What follows belongs to an exercise in optimizing a design on an open flow for small area; a production flow would make more cautious choices.
Function was checked by simulation only, so behaviour that the tests miss may differ from the original.
No activity file was given, so power comes from the tool's default toggle rates.

==> flow/design.v (excerpt) <==
module process(Rout,Gout,Bout,OKout,Rin,Gin,Bin,operation,value,clka,reset,OKin);
input clka,reset,OKin;
input [7:0]Rin,Gin,Bin,value;
input [2:0]operation;
output reg [7:0]Rout,Gout,Bout;
output reg OKout;
wire en = OKin & ~reset;
wire op_inc = (operation == 3'd0);
wire op_dec = (operation == 3'd1);
wire op_gry = (operation == 3'd2);
wire op_red = (operation == 3'd3);
wire op_grn = (operation == 3'd4);
wire op_blu = (operation == 3'd5);
wire op_thr = (operation == 3'd6);
wire op_inv = (operation == 3'd7);
wire [7:0] b;
wire op_dt = op_dec | op_thr;
genvar m;
generate
    for (m = 0; m < 8; m = m + 1) begin : bop
        pp_bop u(value[m], op_inc, op_dt, b[m]);
    end
endgenerate
wire cin = op_dec;
wire [8:0] Rc, Gc, Bc;
wire [8:0] Rs, Gs, Bs;
assign Rc[0] = cin;
assign Gc[0] = cin;
assign Bc[0] = cin;
genvar j;
generate
    for (j = 0; j < 8; j = j + 1) begin : add
        pp_fa fr(Rin[j], b[j], Rc[j], Rs[j], Rc[j+1]);
        pp_fa fg(Gin[j], b[j], Gc[j], Gs[j], Gc[j+1]);
        pp_fa fb(Bin[j], b[j], Bc[j], Bs[j], Bc[j+1]);
    end
endgenerate
assign Rs[8] = Rc[8];
assign Gs[8] = Gc[8];
assign Bs[8] = Bc[8];
wire s0a, c0a, s0b, c0b, s0c, c0c, s0d, c0d;
pp_fa f0a(Rin[2], Rin[5], Rin[6], s0a, c0a);
pp_fa f0b(Gin[1], Gin[4], Gin[6], s0b, c0b);
pp_fa f0c(Bin[4], Bin[5], Bin[6], s0c, c0c);
pp_fa f0d(s0a, s0b, s0c, s0d, c0d);
wire s1a, c1a, s1b, c1b, s1c, c1c, s1d, c1d, s1e, c1e, s1f, c1f;
pp_fa f1a(Rin[3], Rin[6], Rin[7], s1a, c1a);
pp_fa f1b(Gin[2], Gin[5], Gin[7], s1b, c1b);
pp_fa f1c(Bin[5], Bin[6], Bin[7], s1c, c1c);
  ...
Settings: LEC_CHECK=0, CAP_MARGIN=20, CORE_MARGIN=2, CORE_UTILIZATION=70, CTS_BUF_LIST=sky130_fd_sc_hd__clkbuf_2 sky130_fd_sc_hd__clkbuf_4, PLACE_DENSITY=0.8, SLEW_MARGIN=20, SYNTH_HIERARCHICAL=1; clock period 10.0 ns.
run.sh (not shown) runs the stock make flow with config.mk's settings and CLKGATE_MAP_FILE= SYNTH_SCRIPT=/design/flow/synth_recipe.tcl, a recipe that flattens the netlist after the stock synthesis.
The starting point ended with an error in global routing (5_1_grt).
==> next run, changes <==
Settings changed: CORE_UTILIZATION 70 to 55, CTS_BUF_LIST sky130_fd_sc_hd__clkbuf_2 sky130_fd_sc_hd__clkbuf_4 to unset, PLACE_DENSITY 0.8 to unset.
=> The changed run passed the timing, design-rule and antenna checks; area after synthesis stays the same; synthesized cell count stays the same.
==> next run, changes <==
==> flow/flow/run.sh (new file) <==
#!/bin/bash
# Own layout flow: the standard flow (standard.sh) with three changes:
#  * synthesis is synth_recipe.tcl unchanged except that ABC maps each module for
#    area with area.abc (no buffering/upsizing) instead of ORFS's speed script;
#  * the port buffers are buf_1 instead of the buffer_ports default;
#  * everything else (floorplan, PDN, taps, CTS, routing) is the standard flow.
set -euo pipefail
WORK=$(pwd)
mkdir -p "$WORK/own"
sed 's#log_cmd abc {\*}$abc_args#log_cmd abc -script $::env(OWN_ABC_SCRIPT) {*}[lrange $abc_args 2 end]#' \
  "$FLOW_HOME/scripts/synth.tcl" > "$WORK/own/synth_mod.tcl"
grep -q OWN_ABC_SCRIPT "$WORK/own/synth_mod.tcl"
export OWN_SYNTH_MOD="$WORK/own/synth_mod.tcl"
export OWN_ABC_SCRIPT="$WORK/flow/area.abc"
bash standard.sh \
  "SYNTH_SCRIPT=$WORK/flow/own_synth.tcl" \
  "BUFFER_PORTS_ARGS=-buffer_cell sky130_fd_sc_hd__buf_1" \
  finish > "$WORK/standard_flow.log" 2>&1
==> flow/flow/area.abc (new file) <==
strash
&get -n
&dch -f
&nf -R 1000
&put
==> flow/flow/own_synth.tcl (new file) <==
# The standard synthesis (synth_recipe.tcl) with one change: ORFS's synth.tcl is used as
# synth_mod.tcl, a copy whose ABC call maps for area with flow/area.abc (written by run.sh).
proc synth {args} { yosys synth -nofsm -noshare {*}$args }
source $::env(OWN_SYNTH_MOD)
# left out here: clear keep_hierarchy, flatten, clean up, hide names made inside functions, write 1_2_yosys.v
==> flow/standard.sh (new file) <==
#!/bin/bash
# synth_recipe.tcl (not shown) runs the flow's synth.tcl, then flattens the netlist and writes it again
# the make line also repeats each setting of config.mk as NAME=value (left out here)
make -C /OpenROAD-flow-scripts/flow DESIGN_CONFIG=/design/flow/config.mk WORK_HOME=/design/flow/orfs CLKGATE_MAP_FILE= SYNTH_SCRIPT=/design/flow/synth_recipe.tcl "${@:-finish}"
removed: flow/run.sh
Effect:
- routed wire length falls by 7.2%
- cell count falls by about 1%
- critical path depth falls by 1
- global-route usage stays flat
- hold slack is worse by 0.30 ns
- worst setup slack is better by 0.041 ns
- synthesized area falls by 5.3%
- sequential cell count is unchanged
- clock power falls by about 3%

separate check: timing with driven ports:
How much do the figures lean on ideal ports? The routed layouts below were timed once more, with nothing changed but the port constraints.
Step 1 sets driving cells, clkbuf_16 on the clock port and buf_2 on the other inputs (assumed; they add their load-dependent delay and slew).
Step 2 also shifts input and output timing later by t, the mid clock arrival at the registers, as if the neighbouring blocks saw the same clock.
Slacks: ideal ports / drivers / drivers and shift; pairs: ideal ports / drivers.
| run | t, ns | setup WS [ns] | worst slew at a driven data input, ns | pins driven straight from the clock port |
|---|---|---|---|---|
| the second run | 0.288 | 1.220 / 1.218 / 0.930 | 0.04 | 1 |
| the third run | 0.283 | 1.261 / 1.264 / 0.981 | 0.04 | 1 |
After both steps setup and hold are still met in every run listed. The setup slack of the second run, which loses most, moves by -0.002 ns with the drivers and by -0.290 ns with both steps.
